This design comes from an exercise in tuning for small area on the open sky130 flow, not from production work.
Where RTL was checked, it was by simulation tests only, not by an equivalence proof against the original.
No functional check of the RTL was part of run 1.
The clock port is modelled as an ideal driver; clocking choices that lean on that would not hold on a real chip.
Power figures rest on the tool's default switching activity, not on a simulated workload.

### flow/config.mk
export PLATFORM = sky130hd
export DESIGN_NAME = hyper_bus
export DESIGN_NICKNAME = hyper_bus
export VERILOG_FILES = /design/flow/design.v
export SDC_FILE = /design/flow/constraint.sdc
export NUM_CORES = 4
export LEC_CHECK = 0
export ABC_AREA = 1
export CAP_MARGIN = 20
export CORE_MARGIN = 2
export CORE_UTILIZATION = 40
export PLACE_DENSITY = 0.6
export SLEW_MARGIN = 20
### flow/constraint.sdc
create_clock -name core_clock -period 5.0 [get_ports {ram_clock}]
set_input_delay 1.0000 -clock core_clock [delete_from_list [all_inputs] [get_ports {ram_clock}]]
set_output_delay 1.0000 -clock core_clock [all_outputs]
set_load 0.01 [all_outputs]
### flow/design.v
`timescale 1 ns / 1 ns
module hyper_bus #(
    parameter HBRAM_FRE   = 200_000_000,
    parameter BIT_WIDTH   = 16,
    parameter INIT_NUM    = 256,
    parameter LATENCY     = 7,
    parameter STRENGTH    = "34_ohms",
    parameter BURST_MODE  = "legacy",
    parameter BURST_LEN   = 16,
    parameter REFRESH     = "Full_Array",
    parameter CLOCK_TYPE  = "Single_Ended",
    parameter MASK_WIDTH  = 4
) (
    input                              ram_clock,
    input                              ram_reset,
    input                              ram_en,
    input                              rw_ctrl,
    input      [31:0]                  ram_addr,
    input      [31:0]                  ram_burst_len,
    output                             ram_wr_valid,
    input      [BIT_WIDTH * 2 - 1 : 0] ram_wr_data,
    output reg                         ram_rd_valid,
    output reg [BIT_WIDTH * 2 - 1 : 0] ram_rd_data,
    input      [MASK_WIDTH - 1 : 0]    ram_data_mask,
    output reg                         hbc_cal_pass,
    output reg                         ctrl_idle,
    output                             hbc_ck_p_hi,
    output                             hbc_ck_p_lo,
    output                             hbc_ck_n_hi,
    output                             hbc_ck_n_lo,
    output                             hbc_cs_n,
    output                             hbc_rst_n,
    output     [BIT_WIDTH - 1 : 0]     hbc_dq_en,
    output     [BIT_WIDTH - 1 : 0]     hbc_dq_out_hi,
    output     [BIT_WIDTH - 1 : 0]     hbc_dq_out_lo,
    input      [BIT_WIDTH - 1 : 0]     hbc_dq_in_hi,
    input      [BIT_WIDTH - 1 : 0]     hbc_dq_in_lo,
    output     [BIT_WIDTH/8 - 1 : 0]   hbc_rwds_en,
    output     [BIT_WIDTH/8 - 1 : 0]   hbc_rwds_out_hi,
    output     [BIT_WIDTH/8 - 1 : 0]   hbc_rwds_out_lo,
    input      [BIT_WIDTH/8 - 1 : 0]   hbc_rwds_in_hi,
    input      [BIT_WIDTH/8 - 1 : 0]   hbc_rwds_in_lo
);
localparam IDLE  = 4'd2;
localparam RESET = 4'd1;
localparam RWAIT = 4'd3;
localparam CFG   = 4'd9;
localparam CW    = 4'd10;
localparam WAIT  = 4'd13;
localparam INIT  = 4'd0;
localparam XFER  = 4'd5;
localparam DONE  = 4'd8;
reg  [3:0]  state;
reg  [3:0]  state_next;
reg  [13:0] cnt;             
reg         flag;            
reg         cr_sel;          
reg         r_rw_ctrl;
reg  [3:0]  r_data_mask;
reg         r_rwds_hi0;
reg  [15:0] r_dq_in_hi;
reg  [15:0] ndq_hi;          
reg  [15:0] ndq_lo;          
wire [15:0] dq_hi = ~ndq_hi;
wire [15:0] dq_lo = ~ndq_lo;
reg         fst;             
wire s_idle  = state == IDLE;
wire s_reset = state == RESET;
wire s_rwait = state == RWAIT;
wire s_cfg   = state == CFG;
wire s_cw    = state == CW;
wire s_wait  = state == WAIT;
wire s_init  = state == INIT;
wire s_xfer  = state == XFER;
wire s_done  = state == DONE;
wire strobe = r_rwds_hi0 ^ hbc_rwds_in_lo[0];
wire rw_rd  = r_rw_ctrl & flag;             
wire wr_on  = flag & ~r_rw_ctrl;            
wire        cnt_up  = ~(s_xfer & rw_rd & ~strobe) & ~(s_rwait & ~cr_sel);
wire [13:0] cnt_inc = cnt + {13'd0, cnt_up};
wire t1024  = cnt[10];                                                   
wire t80    = cnt[6] & cnt[4];                                           
wire t32000 = cnt[13] & cnt[12] & cnt[11] & cnt[10] & cnt[9] & cnt[7] & cr_sel;  
wire t400   = cnt[8] & cnt[7] & cnt[4];                                  
wire [10:0] xfer_start = flag ? ~ram_burst_len[11:1] : 11'd1919;
wire tlast  = &cnt[10:1];
wire ge42   = cnt[6] | (cnt[5] & (cnt[4] | cnt[3] & (cnt[2] | cnt[1])));    
wire nz     = |cnt[4:0];                                 
wire le3    = ~(cnt[4] | cnt[3] | cnt[2]);              
wire le4    = le3 | (cnt[2] & ~cnt[1] & ~cnt[0] & ~cnt[4] & ~cnt[3]);
wire ge2     = |cnt[4:1];                                
wire done_f  = (s_cw | s_done) & fst;                    
wire rwds_wr = (s_xfer & ~fst | s_done & fst) & wr_on;   
wire rwds_one = (s_cfg & ~fst) | (s_cw & fst) | (s_init & ~fst & ~(cnt[4] | cnt[3] | (cnt[2] & cnt[1])));
wire init_b   = s_init & ~cnt[4] & ~cnt[3];
wire beat1    = init_b & (cnt[2:0] == 3'd2);
wire beat2    = init_b & (cnt[2:0] == 3'd3);
wire beat3    = init_b & (cnt[2:0] == 3'd4);
wire cfg_on   = (s_cfg & ge2) | (s_cw & fst);
wire dq_on_hi = cfg_on | beat1 | beat2 | rwds_wr;
wire dq_on_lo = dq_on_hi | beat3;
assign hbc_ck_p_hi = ((s_cfg | s_init) & ge2) | s_xfer | done_f;
assign hbc_cs_n    = ~(((s_cfg | s_init) & ~fst) | s_xfer | done_f);
assign hbc_rst_n   = ~(s_reset & ~fst & ~ge42);
wire adv = (s_idle & t1024) | (s_reset & t80) | (s_rwait & t32000) | (s_cfg & cnt[2]) |
           ((s_cw | s_done) & t400) | (s_wait & (~flag | ram_en)) | (s_init & cnt[4]) |
           (s_xfer & tlast);
always @(*) begin
    case (state)
        IDLE:    state_next = RESET;
        RESET:   state_next = RWAIT;
        RWAIT:   state_next = CFG;
        CFG:     state_next = CW;
        CW:      state_next = cr_sel ? CFG : WAIT;
        WAIT:    state_next = INIT;
        INIT:    state_next = XFER;
        XFER:    state_next = DONE;
        DONE:    state_next = WAIT;
        default: state_next = IDLE;
    endcase
end
always @(posedge ram_clock or posedge ram_reset) begin
    if (ram_reset) begin
        state <= IDLE;
        cnt   <= 14'd24;
        fst   <= 1'b1;
    end else begin
        fst <= adv;
        if (adv) begin
            state <= state_next;
            cnt   <= s_init ? {3'd0, xfer_start} : {13'd0, s_idle | s_reset | s_xfer};
        end else begin
            cnt   <= cnt_inc;
        end
    end
end
always @(posedge ram_clock or posedge ram_reset) begin
    if (ram_reset) begin
        flag   <= 1'b0;
        cr_sel <= 1'b0;
    end else begin
        if (s_done)
            flag <= 1'b1;
        if ((s_cfg & adv) | s_rwait)
            cr_sel <= ~cr_sel;
    end
end
always @(posedge ram_clock) begin
    if (ram_en) begin
        r_rw_ctrl   <= rw_ctrl;
        r_data_mask <= ram_data_mask;
    end
    r_rwds_hi0 <= hbc_rwds_in_hi[0];
    r_dq_in_hi <= hbc_dq_in_hi;
end
always @(posedge ram_clock) begin
    if (s_wait) begin
        ndq_hi <= ~({ram_addr[18:11], ram_addr[2:0], ram_addr[31:27]} & {16{flag}});
        ndq_lo <= ~({ram_addr[10:3], ram_addr[26:19]} & {16{flag}});
    end else if (s_init) begin
        if (cnt[1:0] == 2'd2)
            ndq_lo[7:0] <= ~({5'd0, dq_hi[7:5]});
    end else if (s_cfg) begin
        case (cnt[2:0])
            3'd1: begin ndq_hi[7:0] <= ~(8'h60); ndq_lo[7:0] <= ~(8'h00); end
            3'd2: begin ndq_hi[7:0] <= ~(8'h01); ndq_lo[7:0] <= ~(8'h00); end
            3'd3: begin ndq_hi[7:0] <= ~(8'h00); ndq_lo[7:0] <= ~(cr_sel ? 8'h01 : 8'h00); end
            default: begin
                ndq_hi[7:0] <= ~(cr_sel ? 8'hff : 8'h8f);
                ndq_lo[7:0] <= ~(cr_sel ? 8'hc1 : 8'h2e);
            end
        endcase
    end else begin
        ndq_hi <= ~(ram_wr_data[31:16]);
        ndq_lo <= ~(ram_wr_data[15:0]);
    end
end
wire [7:0] dq_hi_b0 = {beat1 ? rw_rd : dq_hi[7], dq_hi[6] & ~beat1, dq_hi[5] | beat1, dq_hi[4:0]};
assign hbc_dq_out_hi = {(rwds_wr | beat2) ? dq_hi[15:8] : dq_hi_b0, beat2 ? dq_hi[15:8] : dq_hi_b0} & {16{dq_on_hi}};
assign hbc_dq_out_lo = {(rwds_wr | beat2) ? dq_lo[15:8] : dq_lo[7:0], beat2 ? dq_lo[15:8] : dq_lo[7:0]} & {16{dq_on_lo}};
assign hbc_rwds_out_hi = ({2{rwds_wr}} & ~r_data_mask[1:0]) | {2{rwds_one}};
assign hbc_rwds_out_lo = ({2{rwds_wr}} & ~r_data_mask[3:2]) | {2{rwds_one}};
assign hbc_ck_p_lo = 1'b0;
assign hbc_ck_n_lo = 1'b0;
assign hbc_ck_n_hi = 1'b0;
wire dq_en_c   = ~((s_idle & fst) | (s_reset & ~fst & ~ge42) | (s_wait & fst & flag) |
                    (s_init & ~fst & ~le4) | (s_xfer & (fst | rw_rd)) | (s_done & (~fst | rw_rd)));
wire rwds_en_c = (s_cfg & ~fst) | ((s_cw | s_done & ~rw_rd) & fst) | (s_init & ~fst & le4) | (s_xfer & ~rw_rd);
assign hbc_dq_en   = {BIT_WIDTH{dq_en_c}};
assign hbc_rwds_en = {2{rwds_en_c}};
assign ram_wr_valid = s_xfer & wr_on;
always @(posedge ram_clock or posedge ram_reset) begin
    if (ram_reset) begin
        hbc_cal_pass    <= 1'b0;
        ctrl_idle       <= 1'b1;
        ram_rd_valid    <= 1'b0;
        ram_rd_data     <= 32'd0;
    end else begin
        if (s_wait & flag)
            hbc_cal_pass <= 1'b1;
        ctrl_idle    <= ~(flag & ((s_init & nz) | s_xfer | s_done));
        ram_rd_valid <= s_xfer & rw_rd & strobe;
        if (s_xfer & rw_rd & strobe)
            ram_rd_data <= {r_dq_in_hi, hbc_dq_in_lo};
    end
end
endmodule
### flow/flow/run.sh
#!/bin/bash
# The standard layout (standard.sh, with synth_recipe.tcl as the synthesis
# script, so the same Yosys passes and registers) with area-related changes:
#  - ABC maps the combinational logic with an area-oriented script
#    (flow/abc_area.script: deepsyn + choice-based area mapping); ORFS reads it
#    from a copy of its scripts folder, otherwise unchanged
#  - port buffers use the smallest buffer cell (every port still gets one)
#  - clock tree synthesis uses no dummy loads
# Each tool's log stays under orfs/logs/; make's own output goes to make_finish.log.
set -uo pipefail
here=$(pwd)
rm -rf "$here/orfs_scripts"
cp -r "$FLOW_HOME/scripts" "$here/orfs_scripts"
cp "$here/flow/abc_area.script" "$here/orfs_scripts/abc_area.script"
export SCRIPTS_DIR="$here/orfs_scripts"
export BUFFER_PORTS_ARGS="-buffer_cell sky130_fd_sc_hd__buf_1"
export CTS_ARGS="-sink_clustering_enable -sink_clustering_size 12 -sink_clustering_max_diameter 60 -repair_clock_nets -dont_use_dummy_load -buf_list {sky130_fd_sc_hd__clkbuf_8} -root_buf sky130_fd_sc_hd__clkbuf_8 -sink_clustering_buffer sky130_fd_sc_hd__clkbuf_8"
bash standard.sh > make_finish.log 2>&1
st=$?
cp -r orfs/logs orfs_logs 2>/dev/null || true
exit $st
### flow/flow/abc_area.script
strash
&get -n
&deepsyn -T 20
&put
dch -f
amap
topo
### flow/standard.sh
#!/bin/bash
# synth_recipe.tcl (not shown) runs the flow's synth.tcl, then flattens the netlist and writes it again
# the make line also repeats each setting of config.mk as NAME=value (left out here)
make -C /OpenROAD-flow-scripts/flow DESIGN_CONFIG=/design/flow/config.mk WORK_HOME=/design/flow/orfs CLKGATE_MAP_FILE= SYNTH_SCRIPT=/design/flow/synth_recipe.tcl "${@:-finish}"
==> results_dict.tcl, run 1 <==
set metrics [dict create \
    vias 4354 \
    clock_latency_ns 0.37 \
    cts-root-buf "clkbuf_8" \
    syn_avg_cell_area_sq_um 10.9 \
    dpl.cell_count 794 \
    r2r_start "state[1]$_DFFE_PP1N_" \
    portBuffers 209 \
    core-area_sq_um 11900 \
    ys_seq_elements 110 \
    ys_seq_area_frac 0.595 \
    cts_hold_buf 0 \
    netlist_area_sq_um 4800 \
    fp.dieArea_sq_um 12900 \
    dieHeight_um 114 \
    cap_violations 0 \
    cts_resized 0 \
    ys_warn_count 1 \
    critPathRequiredTime_ns 4.00 \
    gp_congestion 0.930 \
    grt_max_degree 57 \
    startpoint "state[0]$_DFFE_PP0N_" \
    synthCells 442 \
    ios 236 \
    cts.path.max_buffers 2 \
    startpoint_type "flip-flop" \
    fin_crit_sh 0.935 \
    floorplan.initialDensity 0.405 \
    powerDensity_nw_per_um2 304 \
    finClkSkew_ns 0.0308 \
    wl_um 13600 \
    post-cts-setup-buffers 0 \
    crit_end "hbc_dq_out_lo[12]" \
    relSlewSlack 0.362 \
    wl_per_cell_um 16.9 \
    dp_hpwl_um 10000 \
    firstDrtPassIters 4 \
    outcome "finished clean" \
    path_clk_slew_ns 0.10 \
    h-tree-depth 3 \
    drive_gt1_frac 0.0549 \
    grt-ovfl-total 0 \
    antenna_found_initial 0 \
    drt-vias-per-instance 5.42 \
    antenna_cells 0 \
    worst_pin_slew_ns 0.952 \
    grt_pass1_vias 4310 \
    finalSetupViolCount 0 \
    antenna_left 0 \
    grt_pass1_wl_um 20900 \
    cts_sinks 110 \
    final_util 0.496 \
    placementRows 40 \
    hold_path_class "flip-flop to flip-flop" \
    slew_violations 0 \
    die_w_um 114 \
    nets 800 \
    drc 0 \
    final_cell_mix "209 x buf_1, 51 x dfrtp_1, 43 x nor2_1" \
    fmax_mhz 214 \
    ir_drop_v 0.000166 \
    leakagePower_nw 2.17 \
    cp-end-kind "output pin" \
    r2r-end "cnt[11]$_DFF_PP0_" \
    layout_commonest_cell "buf_1" \
    fin_crit_ns 4.67 \
    r2r_cells 14 \
    cp_max_fo 9 \
    numCtsBuffers 9 \
    tns_ns 0 \
    synth_cell_types 35 \
    hold_violations 0 \
    cts_tree "done" \
    path_class "flip-flop to output pin" \
    drt_iter0_drc 255 \
    fin_cells 803 \
    area_growth_pct 22.5 \
    timing.reg2reg.setup_slack_ns 1.66 \
    finalPower_w 0.00179 \
    track_usage 0.205 \
    arrival_ns 3.67 \
]
## power by group
group	switching (W)	leakage (nW)	total, W	internal [W]
logic	0.000156	0.850	0.000278	0.000122
clock network	0.000258	0.0647	0.000421	0.000162
registers	0.0000811	1.26	0.00109	0.00101
total	0.000495	2.17	0.00179	0.00130
## worst min path at each step
stage	from	endpoint	slack [ns]	cells past startpoint
CTS	r_dq_in_hi[2]$_DFF_P_	ram_rd_data[18]$_DFFE_PP0P_	0.45	1
floorplan	r_dq_in_hi[0]$_DFF_P_	ram_rd_data[16]$_DFFE_PP0P_	0.43	1
global route	r_dq_in_hi[2]$_DFF_P_	ram_rd_data[18]$_DFFE_PP0P_	0.47	1
global placement	r_dq_in_hi[8]$_DFF_P_	ram_rd_data[24]$_DFFE_PP0P_	0.44	1
detailed placement	r_dq_in_hi[14]$_DFF_P_	ram_rd_data[30]$_DFFE_PP0P_	0.44	1
finish	r_dq_in_hi[2]$_DFF_P_	ram_rd_data[18]$_DFFE_PP0P_	0.44	1
## worst max-delay path: stages (launching register included)
cell and delay (ns):
dfrtp_1 0.48, clkinv_1 0.21, nor3_2 0.24, nand2_1 0.16, o21ai_0 0.15, clkinv_1 0.16, nor2_1 0.16, clkinv_1 0.12
nor4_2 0.26, a31oi_1 0.07, buf_4 0.17, nor2_1 0.15, a31oi_2 0.14, or3_4 0.48, o22ai_1 0.16, buf_1 0.19
## kinds of logic after synthesis
kind of cell	Yosys count	synth area share
flip-flops	110	0.595
buffers and inverters	64	0.0664
adder cells (fa/ha/maj)	2	0.00521
AO/OA/AOI/OAI	160	0.238
AND/OR/NAND/NOR	105	0.0948
other	1	0.000781
## registers in the layout (all words and copies together) (netlist names)
| name | cells |
|---|---|
| r_dq_in_hi | 16 |
| state | 4 |
| ctrl_idle | 1 |
| fst | 1 |
| r_data_mask | 4 |
| r_rwds_hi0 | 1 |
| cr_sel | 1 |
| ram_rd_valid | 1 |
| flag | 1 |
| hbc_cal_pass | 1 |
| ndq_hi | 16 |
| r_rw_ctrl | 1 |
| ram_rd_data | 32 |
| cnt | 14 |
| ndq_lo | 16 |
## layer usage
metal  routed length (um)  part of all wire  global-route usage  vias to the layer above
met1                 5740              0.42               0.257                     2050
met3                 1090             0.080              0.0462                       19
li1                     -                 -                   -                     2088
met2                 6520              0.48               0.353                      197
met5                    0                 0                   0                        -
met4                  234             0.017              0.0634                        0
## metrics by stage
step	hold WS, ns	setup WS, ns	instance area (sq um)
CTS	0.446	0.179	5870
floorplan	0.433	0.0174	4810
global route	0.467	-0.00443	5890
finish	0.439	0.325	5890
global placement	0.435	0.628	5740
detailed placement	0.440	0.576	5750
## cell type report
| class | count | area [sq um] |
|---|---|---|
| multi-input cells | 270 | 1660 |
| fillers | 1183 | 5980 |
| inverters | 43 | 161 |
| repair buffers | 224 | 897 |
| well taps | 147 | 184 |
| clock buffers | 9 | 124 |
| flip-flops and latches | 110 | 2860 |
## cells in the mapped netlist
| master | n | area share |
|---|---|---|
| nor3_1 | 12 | 0.013 |
| nand3_1 | 3 | 0.0031 |
| a21boi_0 | 1 | 0.0016 |
| or3_1 | 8 | 0.010 |
| nand4_1 | 4 | 0.0052 |
| a22o_1 | 1 | 0.0018 |
| o41ai_1 | 1 | 0.0018 |
| a22oi_1 | 19 | 0.030 |
| a31oi_1 | 5 | 0.0065 |
| a221oi_1 | 13 | 0.024 |
| buf_4 | 21 | 0.033 |
| o32ai_1 | 1 | 0.0018 |
| o211ai_1 | 1 | 0.0016 |
| nor2_1 | 45 | 0.035 |
| conb_1 | 1 | 0.00078 |
| o22ai_1 | 25 | 0.033 |
| dfstp_2 | 5 | 0.027 |
| dfrtp_1 | 51 | 0.27 |
| o21ai_0 | 32 | 0.033 |
| ha_1 | 2 | 0.0052 |
| o21a_1 | 1 | 0.0016 |
| a32o_1 | 7 | 0.015 |
| nand2_1 | 28 | 0.022 |
| a21oi_1 | 11 | 0.011 |
| o221ai_1 | 1 | 0.0018 |
| o32a_1 | 1 | 0.0021 |
| a211oi_1 | 4 | 0.0063 |
| o22a_1 | 34 | 0.062 |
| or2_0 | 2 | 0.0026 |
| a32oi_1 | 1 | 0.0018 |
| clkinv_1 | 43 | 0.034 |
| o21bai_1 | 1 | 0.0016 |
| nor4_1 | 3 | 0.0039 |
| edfxtp_1 | 37 | 0.23 |
| dfxtp_1 | 17 | 0.071 |
==> run 2, diff against run 1 <==
--- a/flow/design.v
+++ b/flow/design.v
@@ -52,7 +52,7 @@
 localparam DONE  = 4'd8;
 reg  [3:0]  state;
 reg  [3:0]  state_next;
-reg  [13:0] cnt;             
+reg  [14:0] cnt;             
 reg         flag;            
 reg         cr_sel;          
 reg         r_rw_ctrl;
@@ -76,18 +76,18 @@
 wire strobe = r_rwds_hi0 ^ hbc_rwds_in_lo[0];
 wire rw_rd  = r_rw_ctrl & flag;             
 wire wr_on  = flag & ~r_rw_ctrl;            
-wire        cnt_up  = ~(s_xfer & rw_rd & ~strobe) & ~(s_rwait & ~cr_sel);
-wire [13:0] cnt_inc = cnt + {13'd0, cnt_up};
+wire        cnt_up  = ~(s_xfer & rw_rd & ~strobe);       
+wire [14:0] cnt_inc = cnt + {14'd0, cnt_up};
 wire t1024  = cnt[10];                                                   
 wire t80    = cnt[6] & cnt[4];                                           
-wire t32000 = cnt[13] & cnt[12] & cnt[11] & cnt[10] & cnt[9] & cnt[7] & cr_sel;  
+wire t32000 = cnt[14] & cnt[13] & cnt[12] & cnt[11] & cnt[10] & cnt[8];  
 wire t400   = cnt[8] & cnt[7] & cnt[4];                                  
 wire [10:0] xfer_start = flag ? ~ram_burst_len[11:1] : 11'd1919;
 wire tlast  = &cnt[10:1];
 wire ge42   = cnt[6] | (cnt[5] & (cnt[4] | cnt[3] & (cnt[2] | cnt[1])));    
 wire nz     = |cnt[4:0];                                 
 wire le3    = ~(cnt[4] | cnt[3] | cnt[2]);              
-wire le4    = le3 | (cnt[2] & ~cnt[1] & ~cnt[0] & ~cnt[4] & ~cnt[3]);
+wire le4    = le3 | (cnt[2] & ~cnt[1] & ~cnt[0] & ~cnt[4] & ~cnt[3]);    
 wire ge2     = |cnt[4:1];                                
 wire done_f  = (s_cw | s_done) & fst;                    
 wire rwds_wr = (s_xfer & ~fst | s_done & fst) & wr_on;   
@@ -122,13 +122,13 @@
 always @(posedge ram_clock or posedge ram_reset) begin
     if (ram_reset) begin
         state <= IDLE;
-        cnt   <= 14'd24;
+        cnt   <= 15'd24;
         fst   <= 1'b1;
     end else begin
         fst <= adv;
         if (adv) begin
             state <= state_next;
-            cnt   <= s_init ? {3'd0, xfer_start} : {13'd0, s_idle | s_reset | s_xfer};
+            cnt   <= s_init ? {4'd0, xfer_start} : {14'd0, s_idle | s_reset | s_xfer};
         end else begin
             cnt   <= cnt_inc;
         end
@@ -141,7 +141,7 @@
     end else begin
         if (s_done)
             flag <= 1'b1;
-        if ((s_cfg & adv) | s_rwait)
+        if (s_cfg & adv)
             cr_sel <= ~cr_sel;
     end
 end
--- a/flow/flow/run.sh
+++ b/flow/flow/run.sh
@@ -14,6 +14,8 @@
 cp "$here/flow/abc_area.script" "$here/orfs_scripts/abc_area.script"
 export SCRIPTS_DIR="$here/orfs_scripts"
 export BUFFER_PORTS_ARGS="-buffer_cell sky130_fd_sc_hd__buf_1"
+export POST_CTS_TCL="$here/flow/post_cts.tcl"
+export SKIP_REPAIR_TIE_FANOUT=1
 export CTS_ARGS="-sink_clustering_enable -sink_clustering_size 12 -sink_clustering_max_diameter 60 -repair_clock_nets -dont_use_dummy_load -buf_list {sky130_fd_sc_hd__clkbuf_8} -root_buf sky130_fd_sc_hd__clkbuf_8 -sink_clustering_buffer sky130_fd_sc_hd__clkbuf_8"
 bash standard.sh > make_finish.log 2>&1
 st=$?
==> flow/flow/post_cts.tcl (new file) <==
# The clock tree's root buffer only drives the leaf buffers' inputs: use a
# smaller clock buffer there (the leaves keep clkbuf_8).
set clk_net [get_nets -of_objects [get_ports ram_clock]]
foreach pin [get_pins -of_objects $clk_net] {
  if {[get_property $pin direction] != "input"} { continue }
  set inst [get_cells -of_objects $pin]
  if {[get_property $inst ref_name] == "sky130_fd_sc_hd__clkbuf_8"} {
    puts "post_cts: root clock buffer [get_property $inst name] -> clkbuf_4"
    replace_cell $inst sky130_fd_sc_hd__clkbuf_4
  }
}
==> run 2 against run 1 <==
  * The flow now stops in clock tree synthesis
  * Synthesized cell count down 1.1%
  * Synthesized area about the same
==> results_dict.tcl, run 2 <==
set metrics [dict create \
    netlist_area_sq_um 4810 \
    dieHeight_um 114 \
    synthTopCellsByArea "dfrtp_1 27%, edfxtp_1 23%, dfxtp_1 7.1%, o22a_1 6.0%, nor2_1 4.1%" \
    placed_area_sq_um 5740 \
    ys_seq_area_frac 0.600 \
    dp_hpwl_um 9720 \
    floorplan.initialDensity 0.405 \
    synth_cell_types 33 \
    cts_sinks 111 \
    synth_top_area_share 0.271 \
    syn_avg_cell_area_sq_um 11.0 \
    synth_common_cells "53 x nor2_1, 52 x dfrtp_1, 38 x clkinv_1" \
    tool.error "[ERROR STA-0100] unsupported object type Port." \
    die_w_um 114 \
    synthCells 437 \
    ys_async_sr_fraction 0.514 \
    synth_edf_count 37 \
    dpl.cell_count 786 \
    dp_slack_ns 0.388 \
    ys_seq_elements 111 \
    ios 236 \
    placementRows 40 \
    ys.flop_type "dfrtp_1" \
    stop_stage "clock tree synthesis" \
    portBuffers 209 \
    yosysTopAreaCell "dfrtp_1" \
    yosysMostFrequentCell "nor2_1" \
    outcome "stopped before the end" \
    gp_congestion 0.906 \
    ys_warn_count 1 \
]
==> run 2: changes by cell type after synthesis, moves of 5 or more <==
cell / change
or3_1: -7
clkinv_1: -5
a32o_1: -7
or2_0: +9
a211oi_1: +6
o21ai_0: -5
nor2_1: +8
a221oi_1: +5
nand2_1: -9
==> run 2: worst max-delay path by stage <==
| stage | cells past startpoint | endpoint | from |
|---|---|---|---|
| after detailed placement | 15 | hbc_dq_out_lo[9] | state[0]$_DFFE_PP0P_ |
| after global placement | 15 | hbc_dq_out_lo[9] | state[0]$_DFFE_PP0P_ |
| after floorplan | 11 | hbc_dq_out_lo[10] | state[1]$_DFFE_PP1P_ |
==> run 2: metrics by stage <==
step / power (W) / hold slack, ns
2_1_floorplan: 0.00101 / 0.433
3_3_place_gp: 0.00105 / 0.435
3_5_place_dp: 0.00105 / 0.441
==> run 2: power groups by stage <==
stage / logic [W] / registers [W] / clock network, W
after detailed placement: 0.0000614 / 0.000991 / 0
after global placement: 0.0000596 / 0.000991 / 0
after floorplan: 0.0000225 / 0.000988 / 0
==> run 2: kinds of logic after synthesis <==
group,count (synthesis),synth area share
flip-flops,111,0.600
other,1,0.000780
XOR/XNOR,1,0.00182
buffers and inverters,59,0.0625
adder cells (fa/ha/maj),2,0.00520
AND/OR/NAND/NOR,103,0.0932
AO/OA/AOI/OAI,160,0.237
==> run 3, diff against run 2 <==
--- a/flow/flow/post_cts.tcl
+++ b/flow/flow/post_cts.tcl
@@ -1,6 +1,6 @@
 # The clock tree's root buffer only drives the leaf buffers' inputs: use a
 # smaller clock buffer there (the leaves keep clkbuf_8).
-set clk_net [get_nets -of_objects [get_ports ram_clock]]
+set clk_net [get_nets ram_clock]
 foreach pin [get_pins -of_objects $clk_net] {
   if {[get_property $pin direction] != "input"} { continue }
   set inst [get_cells -of_objects $pin]
==> run 3 against run 2 <==
  * The run now finishes clean
  * Synthesized cell count did not move
  * Synthesized area stayed put
==> results_dict.tcl, run 3 <==
set metrics [dict create \
    outcome "finished clean" \
    synth_top_area_share 0.271 \
    dieHeight_um 114 \
    ys_warn_count 1 \
    ys_async_sr_fraction 0.514 \
    antenna_left 0 \
    finClkSkew_ns 0.0330 \
    drive_gt1_frac 0.0586 \
    fp.dieArea_sq_um 12900 \
    placementRows 40 \
    min_to "ram_rd_data[30]$_DFFE_PP0P_" \
    syn_avg_cell_area_sq_um 11.0 \
    max_stage_delay_ns 0.49 \
    ys.flop_type "dfrtp_1" \
    layout_commonest_cell "buf_1" \
    cp_max_fo 9 \
    grt_pass1_wl_um 20100 \
    critPathTopFamily "compound AO/OA/AOI/OAI gates" \
    crit_path_frequent_cell "nand2_1" \
    area_growth_pct 22.4 \
    whs_path_depth 1 \
    nets 793 \
    r2r-end "ram_rd_data[16]$_DFFE_PP0P_" \
    fin_cells 796 \
    antenna_cells 0 \
    synth_cell_types 33 \
    antenna_found_initial 0 \
    drc 0 \
    p_sw_frac 0.209 \
    arrival_ns 3.52 \
    portBuffers 209 \
    vias 4239 \
    yosysMostFrequentCell "nor2_1" \
    cp-end-kind "output pin" \
    finalSetupViolCount 0 \
    crit_path_cell_trace "clkinv_1, o21ai_0, nor2_1, clkinv_1, o21ai_0, nand2_1, nor3_2, buf_4, a21oi_1, nand2_1, nand2_1, o21a_2, or2_4, o22ai_1, buf_1" \
    largest-register "ram_rd_data" \
    powerDensity_nw_per_um2 246 \
    drt-vias-per-instance 5.33 \
    rsz0062_at_grt "no" \
    slew_violations 0 \
    pwr-share-clk 0.286 \
    synth_edf_count 37 \
    track_usage 0.200 \
    path_buf_inv 4 \
    core-area_sq_um 11900 \
    yosysTopAreaCell "dfrtp_1" \
    grt_max_degree 58 \
    fmax_mhz 221 \
    synthCells 437 \
    seq_power_share 0.672 \
    synthTopCellsByArea "dfrtp_1 27%, edfxtp_1 23%, dfxtp_1 7.1%, o22a_1 6.0%, nor2_1 4.1%" \
    firstDrtPassIters 4 \
    final_cell_mix "209 x buf_1, 52 x dfrtp_1, 50 x nor2_1" \
    grt-ovfl-total 0 \
    dpl.cell_count 786 \
    placed_area_sq_um 5740 \
    switching_power_w 0.000302 \
    netlist_area_sq_um 4810 \
    ir_drop_v 0.000146 \
    ys_seq_area_frac 0.600 \
    timing.reg2reg.setup_slack_ns 1.87 \
    slowest_stage "dfrtp_1" \
    leakagePower_nw 2.17 \
    cap_violations 0 \
    clock_latency_ns 0.46 \
    drt_iter0_drc 162 \
    ios 236 \
    wl_um 13000 \
    critPathRequiredTime_ns 4.00 \
    wl_per_cell_um 16.4 \
    fin_crit_sh 0.903 \
    cts_tree "done" \
    gp_congestion 0.906 \
    worst_pin_slew_ns 0.889 \
    tns_ns 0 \
    hold_violations 0 \
    path_class "flip-flop to output pin" \
    final_util 0.496 \
    ys_seq_elements 111 \
    final_cell_area_sq_um 5880 \
    dp_hpwl_um 9720 \
    hold_path_class "flip-flop to flip-flop" \
    internal_power_w 0.00114 \
    fin_crit_ns 4.52 \
    cts_sinks 111 \
    largest_reg_flops 32 \
    path_clk_slew_ns 0.09 \
    synth_common_cells "53 x nor2_1, 52 x dfrtp_1, 38 x clkinv_1" \
    floorplan.initialDensity 0.405 \
    relSlewSlack 0.403 \
    grt_pass1_vias 4069 \
    holdWs_ns 0.460 \
    startpoint_type "flip-flop" \
    r2r_start "state[0]$_DFFE_PP0P_" \
    r2r_cells 9 \
    p_comb_frac 0.042 \
    min-delay-start "r_dq_in_hi[14]$_DFF_P_" \
    die_w_um 114 \
]
## run 3: cell counts after synthesis
No cell type changed its count.
## run 3: worst max path at each step
stage / cells after the start / slack [ns] / end / startpoint
global route: 15 / 0.06 / hbc_dq_out_hi[15] / state[3]$_DFFE_PP0P_
detailed placement: 15 / 0.39 / hbc_dq_out_lo[9] / state[0]$_DFFE_PP0P_
finish: 15 / 0.48 / hbc_dq_out_lo[9] / state[0]$_DFFE_PP0P_
global placement: 15 / 0.45 / hbc_dq_out_lo[9] / state[0]$_DFFE_PP0P_
floorplan: 11 / 0.01 / hbc_dq_out_lo[10] / state[1]$_DFFE_PP1P_
## run 3: power by group through the flow
stage               clock (W)  combinational, W  sequential (W)
floorplan                   0         0.0000225        0.000988
global placement            0         0.0000596        0.000991
detailed placement          0         0.0000614        0.000991
global route         0.000464         0.0000686        0.000974
finish               0.000414         0.0000601        0.000972
## run 3: cell families (layout without fill, tap and decap cells)
| kind of cell | count (synthesis) | after routing | synth area share |
|---|---|---|---|
| AO/OA/AOI/OAI | 160 | 160 | 0.237 |
| flip-flops | 111 | 111 | 0.600 |
| AND/OR/NAND/NOR | 103 | 103 | 0.0932 |
| buffers and inverters | 59 | 271 | 0.0625 |
| adder cells (fa/ha/maj) | 2 | 2 | 0.00520 |
| other | 1 | 1 | 0.000780 |
| XOR/XNOR | 1 | 1 | 0.00182 |
## run 3: area by class of cell
cell class	count	area, sq um
fill	1181	5980
sequential	111	2880
multi-input combinational	267	1660
timing repair buffer	224	897
tap	147	184
inverter	38	143
clock buffer	9	118
## run 3: routing by layer
layer / up-vias / wire (um) / track usage
met3: 18 / 952 / 0.0425
met5: - / 0 / 0
li1: 2061 / - / -
met1: 1991 / 5650 / 0.252
met2: 169 / 6180 / 0.336
met4: 0 / 256 / 0.0862
## run 3: through the flow
stage | worst slack [ns] | power, W
detailed placement | 0.388 | 0.00105
global placement | 0.449 | 0.00105
finish | 0.484 | 0.00145
floorplan | 0.0118 | 0.00101
global route | 0.0562 | 0.00151
==> run 4, diff against run 3 <==
--- a/flow/design.v
+++ b/flow/design.v
@@ -102,7 +102,7 @@
 assign hbc_ck_p_hi = ((s_cfg | s_init) & ge2) | s_xfer | done_f;
 assign hbc_cs_n    = ~(((s_cfg | s_init) & ~fst) | s_xfer | done_f);
 assign hbc_rst_n   = ~(s_reset & ~fst & ~ge42);
-wire adv = (s_idle & t1024) | (s_reset & t80) | (s_rwait & t32000) | (s_cfg & cnt[2]) |
+wire adv = (s_idle & ~fst & t1024) | (s_reset & t80) | (s_rwait & t32000) | (s_cfg & cnt[2]) |
            ((s_cw | s_done) & t400) | (s_wait & (~flag | ram_en)) | (s_init & cnt[4]) |
            (s_xfer & tlast);
 always @(*) begin
@@ -122,28 +122,30 @@
 always @(posedge ram_clock or posedge ram_reset) begin
     if (ram_reset) begin
         state <= IDLE;
-        cnt   <= 15'd24;
         fst   <= 1'b1;
     end else begin
         fst <= adv;
-        if (adv) begin
+        if (adv)
             state <= state_next;
-            cnt   <= s_init ? {4'd0, xfer_start} : {14'd0, s_idle | s_reset | s_xfer};
-        end else begin
-            cnt   <= cnt_inc;
-        end
-    end
+    end
+end
+always @(posedge ram_clock) begin
+    if (s_idle & fst)
+        cnt <= 15'd25;
+    else if (adv)
+        cnt <= s_init ? {4'd0, xfer_start} : {14'd0, s_idle | s_reset | s_xfer};
+    else
+        cnt <= cnt_inc;
+    if (s_idle)
+        cr_sel <= 1'b0;
+    else if (s_cfg & adv)
+        cr_sel <= ~cr_sel;
 end
 always @(posedge ram_clock or posedge ram_reset) begin
-    if (ram_reset) begin
-        flag   <= 1'b0;
-        cr_sel <= 1'b0;
-    end else begin
-        if (s_done)
-            flag <= 1'b1;
-        if (s_cfg & adv)
-            cr_sel <= ~cr_sel;
-    end
+    if (ram_reset)
+        flag <= 1'b0;
+    else if (s_done)
+        flag <= 1'b1;
 end
 always @(posedge ram_clock) begin
     if (ram_en) begin
==> run 4 against run 3 <==
  * Register-to-register slack worse by 0.31 ns
  * Clock power is 1% higher
  * Final cell count is 1.9% higher
  * Critical endpoint is now hbc_dq_out_lo[8]
  * Largest power group unchanged
  * Highest routed layer unchanged
==> results_dict.tcl, run 4 <==
set metrics [dict create \
    portBuffers 209 \
    worst_pin_slew_ns 0.900 \
    drt_iter0_drc 318 \
    firstDrtPassIters 4 \
    die_w_um 114 \
    drt-vias-per-instance 5.33 \
    area_growth_pct 22.0 \
    arrival_ns 3.74 \
    layout_commonest_cell "buf_1" \
    ys_async_sr_fraction 0.369 \
    slowest_stage "dfstp_2" \
    startpoint_type "flip-flop" \
    dp_hpwl_um 10600 \
    finClkSkew_ns 0.0330 \
    cap_violations 0 \
    fmax_mhz 211 \
    yosysTopAreaCell "edfxtp_1" \
    path_clk_slew_ns 0.10 \
    drc 0 \
    cts_sinks 111 \
    ys_warn_count 1 \
    grt_pass1_vias 4369 \
    fin_cells 811 \
    fp.dieArea_sq_um 12900 \
    r2r_start "state[1]$_DFFE_PP1P_" \
    relSlewSlack 0.397 \
    antenna_cells 0 \
    antenna_left 0 \
    largest_reg_flops 32 \
    grt_max_degree 42 \
    track_usage 0.211 \
    nets 808 \
    synthCells 457 \
    cp_max_fo 8 \
    rsz0062_at_grt "no" \
    grt-ovfl-total 0 \
    synthTopCellsByArea "edfxtp_1 23%, dfrtp_1 20%, dfxtp_1 14%, o22a_1 6.2%, o21ai_0 4.5%" \
    min_to "ram_rd_data[19]$_DFFE_PP0P_" \
    synth_cell_types 39 \
    ys_seq_area_frac 0.582 \
    gp_congestion 0.932 \
    core-area_sq_um 11900 \
    fin_crit_ns 4.74 \
    clock_latency_ns 0.45 \
    nFillCells 1178 \
    powerDensity_nw_per_um2 246 \
    wl_um 13600 \
    ios 236 \
    floorplan.initialDensity 0.406 \
    syn_avg_cell_area_sq_um 10.5 \
    tns_ns 0 \
    crit_path_cell_trace "clkinv_1, nand2_1, o22ai_1, nor2_2, buf_4, nor2_1, o21ai_0, a21oi_1, nor2b_1, nor2_2, a31oi_2, or2_0, o22ai_1, buf_1" \
    netlist_area_sq_um 4810 \
    synth_top_area_share 0.231 \
    r2r-end "cnt[12]$_SDFF_PP0_" \
    path_class "flip-flop to output pin" \
    synth_common_cells "47 x nor2_1, 46 x clkinv_1, 43 x o21ai_0" \
    vias 4324 \
    final_cell_mix "209 x buf_1, 44 x clkinv_1, 42 x o21ai_0" \
    ys.flop_type "dfrtp_1" \
    antenna_found_initial 0 \
    slew_violations 0 \
    fin_crit_sh 0.949 \
    drive_gt1_frac 0.0512 \
    hold_violations 0 \
    yosysMostFrequentCell "nor2_1" \
    synth_edf_count 37 \
    placementRows 40 \
    cp-end-kind "output pin" \
    grt_pass1_wl_um 21300 \
    min-delay-start "r_dq_in_hi[3]$_DFF_P_" \
    finalPower_w 0.00145 \
    largest-register "ram_rd_data" \
    cts_tree "done" \
    holdWs_ns 0.464 \
    dieHeight_um 114 \
    finalSetupViolCount 0 \
    outcome "finished clean" \
    critPathRequiredTime_ns 4.00 \
    r2r_cells 18 \
    ys_seq_elements 111 \
    dpl.cell_count 802 \
    max_stage_delay_ns 0.60 \
    leakagePower_nw 2.13 \
    hold_path_class "flip-flop to flip-flop" \
    timing.reg2reg.setup_slack_ns 1.56 \
    wl_per_cell_um 16.8 \
    ir_drop_v 0.000161 \
    whs_path_depth 1 \
]
==> run 4: cell count changes after synthesis, sizes merged, moves of 7 or more <==
cell / previous run / this run
a211oi: 10 / 3
o21ai: 27 / 43
clkinv: 38 / 46
dfxtp: 17 / 33
dfrtp: 52 / 38
==> run 4: area by class of cell <==
class                   count  area [sq um]  share of cell area
inverters                  46           176              0.0301
repair buffers            219           860               0.147
well taps                 147           184              0.0313
clock buffers               9           118              0.0200
flip-flops and latches    111          2800               0.478
multi-input cells         279          1730               0.294
==> run 4: layer usage <==
layer  share of wire  global-route usage  wire, um
met1            0.40               0.237      5510
met3           0.078              0.0659      1060
met2            0.50               0.382      6840
met4           0.015              0.0650       210
met5               0                   0         0
==> run 4: worst max-delay path by stage <==
stage	slack, ns	start	end
2_1_floorplan	0.28	state[3]$_DFFE_PP0P_	hbc_dq_out_hi[13]
3_3_place_gp	0.43	state[1]$_DFFE_PP1P_	hbc_dq_out_lo[13]
3_5_place_dp	0.32	state[1]$_DFFE_PP1P_	hbc_dq_out_lo[13]
5_1_grt	0.04	state[1]$_DFFE_PP1P_	hbc_dq_out_lo[13]
6_report	0.26	state[1]$_DFFE_PP1P_	hbc_dq_out_lo[8]
==> run 4: cell families (layout without fill, tap and decap cells) <==
kind of cell,count (synthesis),after routing,synth area share
AND/OR/NAND/NOR,107,107,0.0988
buffers and inverters,67,274,0.0687
adder cells (fa/ha/maj),2,2,0.00520
AO/OA/AOI/OAI,169,169,0.244
other,1,1,0.000779
flip-flops,111,111,0.582
==> run 4: worst max-delay path: cells and delay by family, from the launching register on <==
| family | cells | cell delay [ns] |
|---|---|---|
| compound gates | 5 | 0.97 |
| buf+inv | 3 | 0.57 |
| flops | 1 | 0.60 |
| simple gates | 6 | 1.16 |
==> run 4: stage by stage <==
step / worst slack [ns] / area [sq um] / utilization
final: 0.257 / 5870 / 0.495
after global routing: 0.0388 / 5870 / 0.495
after detailed placement: 0.322 / 5710 / 0.482
after global placement: 0.430 / 5710 / 0.482
after floorplan: 0.277 / 4820 / -
==> run 4: power by group <==
part	internal, W	leakage, nW	switching [W]
Clock	0.000152	0.0621	0.000266
Combinational	0.0000301	0.850	0.0000277
Sequential	0.000960	1.22	0.0000106
Total	0.00114	2.13	0.000304
==> run 5, diff against run 4 <==
--- a/flow/flow/run.sh
+++ b/flow/flow/run.sh
@@ -14,8 +14,6 @@
 cp "$here/flow/abc_area.script" "$here/orfs_scripts/abc_area.script"
 export SCRIPTS_DIR="$here/orfs_scripts"
 export BUFFER_PORTS_ARGS="-buffer_cell sky130_fd_sc_hd__buf_1"
-export POST_CTS_TCL="$here/flow/post_cts.tcl"
-export SKIP_REPAIR_TIE_FANOUT=1
 export CTS_ARGS="-sink_clustering_enable -sink_clustering_size 12 -sink_clustering_max_diameter 60 -repair_clock_nets -dont_use_dummy_load -buf_list {sky130_fd_sc_hd__clkbuf_8} -root_buf sky130_fd_sc_hd__clkbuf_8 -sink_clustering_buffer sky130_fd_sc_hd__clkbuf_8"
 bash standard.sh > make_finish.log 2>&1
 st=$?
removed: flow/flow/post_cts.tcl
==> run 5 against run 4 <==
  * Register-to-register slack hardly changed
  * Non-clock buffer count unchanged
  * Clock-buffer cell count is the same
  * Setup slack gained 0.031 ns
  * Synthesized cell count unchanged
  * Via count hardly changed
  * Critical path type unchanged
  * Highest routed layer unchanged
==> results_dict.tcl, run 5 <==
set metrics [dict create \
    outcome "finished clean" \
    die_w_um 114 \
    antenna_left 0 \
    fp.dieArea_sq_um 12900 \
    cap_violations 0 \
    gp_congestion 0.884 \
    grt_pass1_wl_um 20500 \
    clock_latency_ns 0.40 \
    wl_um 13500 \
    powerDensity_nw_per_um2 249 \
    drt_iter0_drc 282 \
    ios 236 \
    leakagePower_nw 2.15 \
    path_buf_inv 4 \
    fin_crit_ns 4.71 \
    ir_drop_v 0.000173 \
    h-tree-depth 3 \
    ys_async_sr_fraction 0.369 \
    hold_path_class "flip-flop to flip-flop" \
    whs_path_depth 1 \
    slew_violations 0 \
    cp-end-kind "output pin" \
    rsz0062_at_grt "yes" \
    finalPower_w 0.00146 \
    timing.reg2reg.setup_slack_ns 1.57 \
    drt-vias-per-instance 5.31 \
    numCtsBuffers 9 \
    nets 810 \
    grt-ovfl-total 0 \
    arrival_ns 3.71 \
    final_cell_area_sq_um 5860 \
    synth_common_cells "47 x nor2_1, 46 x clkinv_1, 43 x o21ai_0" \
    multi_input_area_sq_um 1720 \
    fmax_mhz 212 \
    yosysMostFrequentCell "nor2_1" \
    worst_pin_slew_ns 0.924 \
    finalSetupViolCount 0 \
    grt_pass1_vias 4130 \
    firstDrtPassIters 4 \
    placed_area_sq_um 5720 \
    regArea_sq_um 2800 \
    fin_cells 813 \
    yosysTopAreaCell "edfxtp_1" \
    r2r-end "ndq_lo[6]$_DFFE_PP_" \
    cts_sinks 111 \
    holdWs_ns 0.442 \
    core-area_sq_um 11900 \
    relSlewSlack 0.380 \
    syn_avg_cell_area_sq_um 10.5 \
    netlist_area_sq_um 4810 \
    track_usage 0.204 \
    ys_seq_elements 111 \
    placementRows 40 \
    cts-root-buf "clkbuf_8" \
    layout_commonest_cell "buf_1" \
    wl_per_cell_um 16.6 \
    startpoint_type "flip-flop" \
    nFillCells 1168 \
    finClkSkew_ns 0.0387 \
    r2r_start "state[3]$_DFFE_PP0P_" \
    synthCells 457 \
    dieHeight_um 114 \
    ys.flop_type "dfrtp_1" \
    max_stage_delay_ns 0.59 \
    path_clk_slew_ns 0.12 \
    largest_reg_flops 32 \
    slowest_stage "dfstp_2" \
    r2r_cells 11 \
    synth_edf_count 37 \
    ys_seq_area_frac 0.582 \
    drive_gt1_frac 0.0435 \
    synthTopCellsByArea "edfxtp_1 23%, dfrtp_1 20%, dfxtp_1 14%, o22a_1 6.2%, o21ai_0 4.5%" \
    min-delay-start "r_dq_in_hi[2]$_DFF_P_" \
    critPathRequiredTime_ns 4.00 \
    tns_ns 0 \
    drc 0 \
    fin_crit_sh 0.942 \
    vias 4321 \
    path_class "flip-flop to output pin" \
    post-cts-setup-buffers 0 \
    area_growth_pct 21.8 \
    antenna_cells 0 \
    crit_path_cell_trace "clkinv_1, nand2_1, o22ai_1, nor2_1, clkinv_1, nor2_1, nand3_1, clkinv_1, a21oi_1, nor2b_1, nor2_1, a31oi_2, or2_0, o22ai_1, buf_1" \
    cp_max_fo 8 \
    largest-register "ram_rd_data" \
    antenna_found_initial 0 \
    portBuffers 209 \
    synth_top_area_share 0.231 \
    dp_hpwl_um 10300 \
    min_to "ram_rd_data[18]$_DFFE_PP0P_" \
    final_cell_mix "209 x buf_1, 45 x clkinv_1, 44 x nor2_1" \
    grt_max_degree 42 \
    synth_cell_types 39 \
    ys_warn_count 1 \
    hold_violations 0 \
    critPathTopFamily "simple AND/OR/NAND/NOR gates" \
    floorplan.initialDensity 0.406 \
    cts_tree "done" \
    cts.path.max_buffers 2 \
    dpl.cell_count 804 \
]
run 5: repair_timing:
action,in CTS,in global routing
hold buffers,0,0
resized for setup,3,2
pin swaps,0,0
setup endpoints to repair,21,19
run 5: worst register-to-register path, stage by stage (launching register included):
cell,delay [ns]
dfrtp_1,0.51
clkinv_1,0.20
nor2_2,0.23
clkinv_2,0.20
nor2_1,0.26
o21ai_0,0.23
nor2_1,0.45
clkinv_1,0.17
nor2_1,0.31
o21ai_0,0.20
nor2b_1,0.22
a221oi_1,0.26
run 5: final cells by class:
type,instances,area share
repair buffers,219,0.147
clock buffers,9,0.0211
flip-flops and latches,111,0.478
well taps,147,0.0314
multi-input cells,281,0.293
inverters,46,0.0297
run 5: worst max-delay path by stage:
stage	end	slack, ns	start	cells past startpoint
6_report	hbc_dq_out_lo[12]	0.29	state[1]$_DFFE_PP1P_	15
5_1_grt	hbc_dq_out_hi[11]	-0.04	state[3]$_DFFE_PP0P_	14
4_1_cts	hbc_dq_out_hi[11]	0.10	state[3]$_DFFE_PP0P_	14
3_5_place_dp	hbc_dq_out_lo[12]	0.28	state[1]$_DFFE_PP1P_	16
3_3_place_gp	hbc_dq_out_lo[12]	0.44	state[1]$_DFFE_PP1P_	16
2_1_floorplan	hbc_dq_out_hi[13]	0.28	state[3]$_DFFE_PP0P_	13
run 5: metal layers:
metal	GRT usage	routed length, um
met5	0	0
met4	0.0626	193
met3	0.0574	1140
met2	0.355	6490
met1	0.248	5670
run 5: kinds of logic after synthesis:
family,count (synthesis),share of synthesized area
AOI/OAI and AO/OA,169,0.244
adders and majority gates,2,0.00520
buffers and inverters,67,0.0687
DFF,111,0.582
other,1,0.000779
and+or+nand+nor,107,0.0988
run 5: metrics by stage:
step / setup slack, ns / utilization
final: 0.288 / 0.494
after global routing: -0.0420 / 0.494
after CTS: 0.103 / 0.494
after detailed placement: 0.279 / 0.482
after global placement: 0.438 / 0.482
after floorplan: 0.277 / -
run 5: power breakdown:
group	leakage, nW	internal (W)	switching [W]
Combinational	0.860	0.0000301	0.0000277
Clock	0.0647	0.000162	0.000271
Sequential	1.22	0.000960	0.00000995

[separate check: timing with driven ports]
In the flow no input, the clock included, has a driving cell. The finished layouts below were timed again as built, in two steps.
Step 1 sets driving cells, clkbuf_16 on the clock port and buf_2 on the other inputs (assumed; they add their load-dependent delay and slew).
Step 2 times the ports against the registers' clock, not the clock port: input delays grow and output delays shrink by t, the midpoint of the rising clock arrivals with the driver on.
Slacks: ideal ports / drivers / drivers and shift; pairs: ideal ports / drivers.
run	t (ns)	setup WS [ns]	hold WS [ns]	latest minus earliest clock arrival (ns)	worst slew at a driven data input, ns
run 1	0.386	0.325 / 0.293 / 0.678	0.439 / 0.439 / 0.439	0.035 / 0.035	0.05
run 3	0.473	0.484 / 0.453 / 0.926	0.460 / 0.460 / 0.460	0.033 / 0.034	0.05
run 4	0.464	0.257 / 0.227 / 0.691	0.464 / 0.464 / 0.464	0.033 / 0.033	0.05
run 5	0.408	0.288 / 0.256 / 0.664	0.442 / 0.442 / 0.442	0.043 / 0.043	0.05
After both steps every run listed still meets setup and hold.
